Context: an optimization exercise on an open-source flow, tuned for small area and a short achievable clock period. The choices shown serve that exercise and are no tape-out recipe.

==> run D <==
==> flow/design.v (excerpt) <==
module fp_add #(
    parameter pDATA_WIDTH = 64,
    parameter pEXP_WIDTH  = 11,
    parameter pFRAC_WIDTH = 52
) (
    input  [(pDATA_WIDTH-1):0] in_A,
    input  [(pDATA_WIDTH-1):0] in_B,
    input                      clk,
    input                      rst_n,
    input                      in_valid,
    output [(pDATA_WIDTH-1):0] result,
    output                     out_valid
);
    wire [10:0] ea_s0 = in_A[62:52];
    wire [10:0] eb_s0 = in_B[62:52];
    wire [6:0] dab_s0;
    wire [6:0] dba_s0;
    wire [5:0] dh_s0;
    fpa_add #(.N(7)) u_dab_0 (.a({1'b0, ea_s0[5:0]}), .b({1'b1, ~eb_s0[5:0]}), .ci(1'b1), .s(dab_s0));
    fpa_add #(.N(7)) u_dba_0 (.a({1'b0, eb_s0[5:0]}), .b({1'b1, ~ea_s0[5:0]}), .ci(1'b1), .s(dba_s0));
    fpa_add #(.N(6)) u_dh_0 (.a({1'b0, ea_s0[10:6]}), .b({1'b1, ~eb_s0[10:6]}), .ci(1'b1), .s(dh_s0));
    wire dh0_s0 = ~|dh_s0;
    wire dh1_s0 = (dh_s0 == 6'd1);
    wire dhm_s0 = (dh_s0 == 6'h3F);
    wire elt_s0 = dh_s0[5] | (dh0_s0 & dab_s0[6]);
    wire sat_s0 = (~dh_s0[5] & ~dh0_s0 & ~dh1_s0) | (dh1_s0 & ~dab_s0[6]) | (dh_s0[5] & ~dhm_s0) | (dhm_s0 & ~dba_s0[6]);
    wire [5:0] sh_s0 = elt_s0 ? dba_s0[5:0] : dab_s0[5:0];
    reg v_al;
    always @(posedge clk or negedge rst_n)
        if (!rst_n) v_al <= 1'b0;
        else v_al <= in_valid;
    reg [63:0] A_al;
    always @(posedge clk) A_al <= in_A;
    reg [63:0] B_al;
    always @(posedge clk) B_al <= in_B;
    reg elt_al;
    always @(posedge clk) elt_al <= elt_s0;
    reg sat_al;
    always @(posedge clk) sat_al <= sat_s0;
    reg [5:0] sh_al;
    always @(posedge clk) sh_al <= sh_s0;
  ...
==> flow/config.mk <==
export PLATFORM = sky130hd
export DESIGN_NAME = fp_add
export DESIGN_NICKNAME = fp_add
export VERILOG_FILES = /design/flow/design.v
export SDC_FILE = /design/flow/constraint.sdc
export NUM_CORES = 8
export LEC_CHECK = 0
export ABC_AREA = 1
export CAP_MARGIN = 20
export CORE_MARGIN = 2
export CORE_UTILIZATION = 50
export SLEW_MARGIN = 20
==> flow/constraint.sdc <==
create_clock -name core_clock -period 12.5 [get_ports {clk}]
set_input_delay 2.5000 -clock core_clock [delete_from_list [all_inputs] [get_ports {clk}]]
set_output_delay 2.5000 -clock core_clock [all_outputs]
set_load 0.01 [all_outputs]
standard.sh (not shown) runs the stock make flow with config.mk's settings and CLKGATE_MAP_FILE= SYNTH_SCRIPT=/design/flow/synth_recipe.tcl, a recipe that flattens the netlist after the stock synthesis.
==> flow/flow/run.sh <==
#!/bin/bash
bash standard.sh ADDER_MAP_FILE= SETUP_SLACK_MARGIN=9.2 \
  "CTS_ARGS=-sink_clustering_enable -repair_clock_nets -sink_clustering_size 24 -sink_clustering_max_diameter 80 -dont_use_dummy_load" \
  "BUFFER_PORTS_ARGS=-buffer_cell sky130_fd_sc_hd__buf_2" finish > standard.log 2>&1
==> run R (differences from run D) <==
--- a/flow/design.v
+++ b/flow/design.v
@@ -11,63 +11,63 @@
     output [(pDATA_WIDTH-1):0] result,
     output                     out_valid
 );
     wire [10:0] ea_s0 = in_A[62:52];
     wire [10:0] eb_s0 = in_B[62:52];
     wire [6:0] dab_s0;
     wire [6:0] dba_s0;
-    wire [5:0] dh_s0;
     fpa_add #(.N(7)) u_dab_0 (.a({1'b0, ea_s0[5:0]}), .b({1'b1, ~eb_s0[5:0]}), .ci(1'b1), .s(dab_s0));
     fpa_add #(.N(7)) u_dba_0 (.a({1'b0, eb_s0[5:0]}), .b({1'b1, ~ea_s0[5:0]}), .ci(1'b1), .s(dba_s0));
-    fpa_add #(.N(6)) u_dh_0 (.a({1'b0, ea_s0[10:6]}), .b({1'b1, ~eb_s0[10:6]}), .ci(1'b1), .s(dh_s0));
-    wire dh0_s0 = ~|dh_s0;
-    wire dh1_s0 = (dh_s0 == 6'd1);
-    wire dhm_s0 = (dh_s0 == 6'h3F);
-    wire elt_s0 = dh_s0[5] | (dh0_s0 & dab_s0[6]);
-    wire sat_s0 = (~dh_s0[5] & ~dh0_s0 & ~dh1_s0) | (dh1_s0 & ~dab_s0[6]) | (dh_s0[5] & ~dhm_s0) | (dhm_s0 & ~dba_s0[6]);
-    wire [5:0] sh_s0 = elt_s0 ? dba_s0[5:0] : dab_s0[5:0];
+    wire elt_s0;
+    fpa_lt #(.N(11)) u_elt_0 (.a(ea_s0), .b(eb_s0), .lt(elt_s0));
     reg v_al;
     always @(posedge clk or negedge rst_n)
         if (!rst_n) v_al <= 1'b0;
         else v_al <= in_valid;
     reg [63:0] A_al;
     always @(posedge clk) A_al <= in_A;
     reg [63:0] B_al;
     always @(posedge clk) B_al <= in_B;
+    reg [6:0] dab_al;
+    always @(posedge clk) dab_al <= dab_s0;
+    reg [6:0] dba_al;
+    always @(posedge clk) dba_al <= dba_s0;
     reg elt_al;
     always @(posedge clk) elt_al <= elt_s0;
-    reg sat_al;
-    always @(posedge clk) sat_al <= sat_s0;
-    reg [5:0] sh_al;
-    always @(posedge clk) sh_al <= sh_s0;
     wire xa_s1 = &A_al[62:52];
     wire xb_s1 = &B_al[62:52];
     wire mza_s1 = ~|A_al[51:0];
     wire mzb_s1 = ~|B_al[51:0];
     wire nan_s1 = (xa_s1 & ~mza_s1) | (xb_s1 & ~mzb_s1) | (xa_s1 & xb_s1 & (A_al[63] ^ B_al[63]));
     wire spec_s1 = xa_s1 | xb_s1;
     wire isg_s1 = xa_s1 ? A_al[63] : B_al[63];
+    wire [5:0] sh_s1 = elt_al ? dba_al[5:0] : dab_al[5:0];
+    wire [5:0] hab_s1;
+    wire [5:0] hba_s1;
+    fpa_add #(.N(6)) u_hab_1 (.a({1'b0, A_al[62:58]}), .b({1'b1, ~B_al[62:58]}), .ci(~dab_al[6]), .s(hab_s1));
+    fpa_add #(.N(6)) u_hba_1 (.a({1'b0, B_al[62:58]}), .b({1'b1, ~A_al[62:58]}), .ci(~dba_al[6]), .s(hba_s1));
+    wire sat_s1 = (~hab_s1[5] & |hab_s1[4:0]) | (~hba_s1[5] & |hba_s1[4:0]);
     wire ha_s1 = |A_al[62:52];
     wire hb_s1 = |B_al[62:52];
     wire [52:0] bm_s1 = elt_al ? {hb_s1, B_al[51:0]} : {ha_s1, A_al[51:0]};
     wire [52:0] sm_s1 = elt_al ? {ha_s1, A_al[51:0]} : {hb_s1, B_al[51:0]};
     wire [10:0] be_s1 = elt_al ? B_al[62:52] : A_al[62:52];
     wire sgb_s1 = nan_s1 ? 1'b0 : (spec_s1 ? isg_s1 : (elt_al ? B_al[63] : A_al[63]));
     wire sgs_s1 = elt_al ? A_al[63] : B_al[63];
     wire sub_s1 = A_al[63] ^ B_al[63];
     wire [55:0] r0_s1 = {sm_s1, 3'b000};
-    wire [55:0] r1_s1 = sh_al[0] ? {1'd0, r0_s1[55:1]} : r0_s1;
-    wire t1_s1 = sh_al[0] & r0_s1[0];
-    wire [55:0] r2_s1 = sh_al[1] ? {2'd0, r1_s1[55:2]} : r1_s1;
-    wire t2_s1 = sh_al[1] & |r1_s1[1:0];
-    wire [55:0] r3_s1 = sh_al[2] ? {4'd0, r2_s1[55:4]} : r2_s1;
-    wire t3_s1 = sh_al[2] & |r2_s1[3:0];
-    wire s3_s1 = sh_al[3] | sat_al;
-    wire s4_s1 = sh_al[4] | sat_al;
-    wire s5_s1 = sh_al[5] | sat_al;
+    wire [55:0] r1_s1 = sh_s1[0] ? {1'd0, r0_s1[55:1]} : r0_s1;
+    wire t1_s1 = sh_s1[0] & r0_s1[0];
+    wire [55:0] r2_s1 = sh_s1[1] ? {2'd0, r1_s1[55:2]} : r1_s1;
+    wire t2_s1 = sh_s1[1] & |r1_s1[1:0];
+    wire [55:0] r3_s1 = sh_s1[2] ? {4'd0, r2_s1[55:4]} : r2_s1;
+    wire t3_s1 = sh_s1[2] & |r2_s1[3:0];
+    wire s3_s1 = sh_s1[3] | sat_s1;
+    wire s4_s1 = sh_s1[4] | sat_s1;
+    wire s5_s1 = sh_s1[5] | sat_s1;
     wire [55:0] r4_s1 = s3_s1 ? {8'd0, r3_s1[55:8]} : r3_s1;
     wire t4_s1 = s3_s1 & |r3_s1[7:0];
     wire [55:0] r5_s1 = s4_s1 ? {16'd0, r4_s1[55:16]} : r4_s1;
     wire t5_s1 = s4_s1 & |r4_s1[15:0];
     wire [55:0] r6_s1 = s5_s1 ? {32'd0, r5_s1[55:32]} : r5_s1;
     wire t6_s1 = s5_s1 & |r5_s1[31:0];
     wire [55:0] al_s1 = {r6_s1[55:1], r6_s1[0] | t1_s1 | t2_s1 | t3_s1 | t4_s1 | t5_s1 | t6_s1};
==> flow/flow/run.sh (replaced) <==
#!/bin/bash
# The standard layout (standard.sh) with these changes:
#  - synthesis: synth_recipe.tcl with flow/map.abc as ABC's script (delay-constrained area
#    mapping), and without the full/half-adder extraction step (ADDER_MAP_FILE empty);
#  - timing repair aimed well below the clock period (SETUP_SLACK_MARGIN);
#  - larger clock-tree sink clusters; port buffers of type buf_2.
{ head -n 1 synth_recipe.tcl; cat flow/abc_override.tcl; tail -n +2 synth_recipe.tcl; } > synth_custom.tcl
export FLOW_ABC_SCRIPT=$PWD/flow/map.abc
bash standard.sh SYNTH_SCRIPT=$PWD/synth_custom.tcl ADDER_MAP_FILE= SETUP_SLACK_MARGIN=9.2 \
  "CTS_ARGS=-sink_clustering_enable -repair_clock_nets -sink_clustering_size 24 -sink_clustering_max_diameter 80" \
  "BUFFER_PORTS_ARGS=-buffer_cell sky130_fd_sc_hd__buf_2" finish > standard.log 2>&1
==> flow/flow/abc_override.tcl (new file) <==
# Use map.abc (in the flow folder) as the ABC script of the standard synthesis.
proc abc {args} {
  set i [lsearch -exact $args -script]
  if {$i >= 0} { lset args [expr {$i + 1}] $::env(FLOW_ABC_SCRIPT) }
  yosys abc {*}$args
}
==> flow/flow/map.abc (new file) <==
strash
dch
map -D 2500
topo
stime -c
buffer -c
upsize -c -D 2500
dnsize -c -D 2500
CORE_UTILIZATION = 60   (was 50)
==> summary of the runs <==
In run R the synthesized cell count is smaller than in run D, by 13%. Run R failed in global routing (5_1_grt). Run D went through all stages and came out clean. Synthesized area: run D is larger than run R (about 5.5%).
==> figures <==
	run D	run R
Count of cell types in the netlist	60	73
Total placed cells including tap cells	4871	4204
Multiplexer share of the synthesized area	0.496%	1.49%
Number of instances in the synthesized netlist	4160	3617
Die Span Y	233 um	208 um
Simple logic cell fraction of the synthesized area	36.9%	25.5%
Initial Utilization	50.9%	60.8%
Setup Fix Bufs, Post-CTS	32	177
Clock buffers created by TritonCTS	31	30
Post-Place Worst Slack	7.01 ns	6.92 ns
Fraction of the mapped netlist area in compound gates	11.8%	18.4%
Half-perimeter wire length after detailed placement	64900 um	62500 um
Die Wd	233 um	208 um
Post_cts resized	134	466
Final RePlAce weighted congestion	0.997	0.996
Share of synthesized cell area in full adder, half adder and majority cells	0%	0.0402%
Status	no timing/DRC/antenna violations	did not finish
Last stage reached	-	global routing (5_1_grt)
CTS sink cnt	470	476
FFs w/ async S/R, synth	1.06%	1.05%
Post-synthesis instance area	26300 sq um	24900 sq um
Cell Area, Placed	27400 sq um	26000 sq um
Synth Area in XOR/XNOR	4.90%	5.91%
No run of this note included a check of the RTL's function; only the layout flow was run.

re-timing with driven ports:
The flow's constraints put no driver on any port. The routed layout listed below was extracted and timed again, unchanged, in two steps.
Step 1, drivers: a clkbuf_16 drives clk and a buf_2 each remaining input, both assumed.
Step 2 moves the port delays by t, midway between the first and last clock arrival at a register: inputs arrive t later, outputs are due t later. That takes back most of the time a late clock gives input paths.
Three values: ideal, step 1, step 2; two values: the first two.
run: run D
t, ns: 0.663
setup WS [ns]: 8.781 / 8.816 / 8.158
clock arrival spread, ns: 0.055 / 0.055
worst register clock-pin slew, ns: 0.09 / 0.09
After both steps setup and hold are still met in run D. For run D, drivers alone change the setup slack by +0.035 ns; drivers and shift together by -0.623 ns.
